Background: an optimization exercise with open tools, aiming at small area, a short achievable clock period and few clock cycles per item. Do not read the settings as production practice.
The RTL was checked by simulation tests, not by an equivalence proof against the original design.

Setup of run a:
## systolic_array
module systolic_array #(
    parameter M          = 4,
    parameter N          = 16,
    parameter K          = 4,
    parameter DATA_WIDTH = 32
) (
    input                           clk,
    input                           rst_n,
    input      [DATA_WIDTH*M-1:0]   X,
    input      [DATA_WIDTH*K-1:0]   W,
    output     [DATA_WIDTH*M*K-1:0] Y,
    output reg                      done
);
  localparam DX1 = 2;
  localparam DX3 = 2;
  localparam DW  = 2;
  genvar i, j, c;
  wire [31:0] xm1 [0:3][0:DX1-1];
  wire [31:0] xm3 [0:3][0:DX3-1];
  wire [54:0] wer [0:3][0:DW-1];
  for (i = 0; i < 4; i = i + 1) begin : g_x
    wire [31:0] x3;
    times3 u_t3 (.x(X[32*i +: 32]), .y(x3));
    for (c = 0; c < DX1; c = c + 1) begin : g_c1
      dq #(.W(32)) u_q (.clk(clk), .d(X[32*i +: 32]), .q(xm1[i][c]));
    end
    for (c = 0; c < DX3; c = c + 1) begin : g_c3
      dq #(.W(32)) u_q (.clk(clk), .d(x3), .q(xm3[i][c]));
    end
  end
  for (j = 0; j < 4; j = j + 1) begin : g_w
    wire [54:0] enc;
    encw u_e (.w(W[32*j +: 32]), .enc(enc));
    for (c = 0; c < DW; c = c + 1) begin : g_cw
      dq #(.W(55)) u_q (.clk(clk), .d(enc), .q(wer[j][c]));
    end
  end
  reg [4:0] cnt;
  always @(posedge clk) begin
    if (~rst_n) begin
      cnt  <= 5'd0;
      done <= 1'b0;
    end else begin
      if (cnt != 5'd31) cnt <= cnt + 5'd1;
      if (cnt == 5'd17) done <= 1'b1;
    end
  end
  for (i = 0; i < 4; i = i + 1) begin : g_r
    for (j = 0; j < 4; j = j + 1) begin : g_c
      pe u_pe (
        .clk   (clk),
        .rst_n (rst_n),
        .xm1   (xm1[i][j*DX1/4]),
        .xm3   (xm3[i][j*DX3/4]),
        .we    (wer[j][i*DW/4]),
        .y     (Y[32*(4*i+j) +: 32])
      );
    end
  end
endmodule
Size: ~24,000 cells after synthesis, roughly 770 I/O pins, ~0.25 mm2 of cells after synthesis.
==> flow/config.mk <==
export PLATFORM = sky130hd
export DESIGN_NAME = systolic_array
export DESIGN_NICKNAME = systolic_array
export VERILOG_FILES = /design/flow/design.v
export SDC_FILE = /design/flow/constraint.sdc
export NUM_CORES = 8
export LEC_CHECK = 0
export CAP_MARGIN = 20
export CORE_ASPECT_RATIO = 0.4
export CORE_MARGIN = 2
export CORE_UTILIZATION = 46
export PLACE_DENSITY = 0.62
export SETUP_SLACK_MARGIN = 4.6
export SLEW_MARGIN = 20
export SYNTH_HIERARCHICAL = 1
==> flow/constraint.sdc <==
create_clock -name core_clock -period 8.0 [get_ports {clk}]
set_input_delay 1.6000 -clock core_clock [delete_from_list [all_inputs] [get_ports {clk}]]
set_output_delay 1.6000 -clock core_clock [all_outputs]
set_load 0.01 [all_outputs]
standard.sh (not shown) runs the stock make flow with config.mk's settings and CLKGATE_MAP_FILE= SYNTH_SCRIPT=/design/flow/synth_recipe.tcl, a recipe that flattens the netlist after the stock synthesis.
==> flow/flow/run.sh <==
#!/bin/bash
set -euo pipefail
bash standard.sh \
  "BUFFER_PORTS_ARGS=-buffer_cell sky130_fd_sc_hd__buf_2" \
  "MATCH_CELL_FOOTPRINT=0" \
  "CTS_ARGS=-sink_clustering_enable -repair_clock_nets -dont_use_dummy_load" \
  finish > standard.log 2>&1
Having completed the whole flow, run a delivered a layout that passed the timing, design-rule and antenna checks.
Testbench counts of run a, summed over its fixed seeds: cycles 4,864, gemms 256.
Here is what was changed in the inputs of run b compared with run a.
-- flow/config.mk --
<<< run a, line 13
export SETUP_SLACK_MARGIN = 4.6
>>> run b, line 13
export SETUP_SLACK_MARGIN = 4.75
==> run summary <==
- Run b: flow completed, timing, DRC and antenna clean
- Of run b and run a, it is run b that has the higher post-layout instance area.
- Run b vs. run a: met2 usage in global routing rose 1.7 points; sum of routed wire length over all layers has increased.
- Between run b and run a, it is run b whose count of clock-buffer cells in the layout is higher, by 5.
- Peak supply drop: run b vs run a down 0.000089 V
- Run b reports its worst setup path startpoint as g_x[3].g_c1[0].u_q.q[1] while run a reports g_x[2].g_c1[0].u_q.q[8].
- As of run b, global placement routability congestion had fallen by a few percent compared to run a.
- Sort run b and run a by overall track demand over capacity in global routing desc -> top: run b

[re-timing with driven ports]
The flow's constraints put no driver on any port. The routed layouts listed below were extracted and timed again, unchanged, in two steps. Step 1 sets driving cells, clkbuf_16 on the clock port and buf_2 on the other inputs (assumed; they add their load-dependent delay and slew). Step 2 adds t to the input delays and takes it off the output delays; t is the mean of the earliest and latest rising clock arrival at the registers after step 1. Input paths then give back, and output paths get back, about the clock's delay inside the block. a / b / c = no drivers / after step 1 / after step 2; a / b = the first two.
| run | t, ns | setup slack, ns | latest minus earliest clock arrival (ns) | worst slew at a driven data input, ns | cell pins on the clock port's net |
|---|---|---|---|---|---|
| run a | 1.103 | 4.486 / 4.486 / 3.798 | 0.087 / 0.086 | 0.27 | 1 |
| run b | 1.099 | 4.570 / 4.570 / 3.786 | 0.093 / 0.094 | 0.21 | 1 |
After both steps every run listed still meets setup and hold. For run b, which loses most, drivers alone change the setup slack by 0.000 ns; drivers and shift together by -0.784 ns.
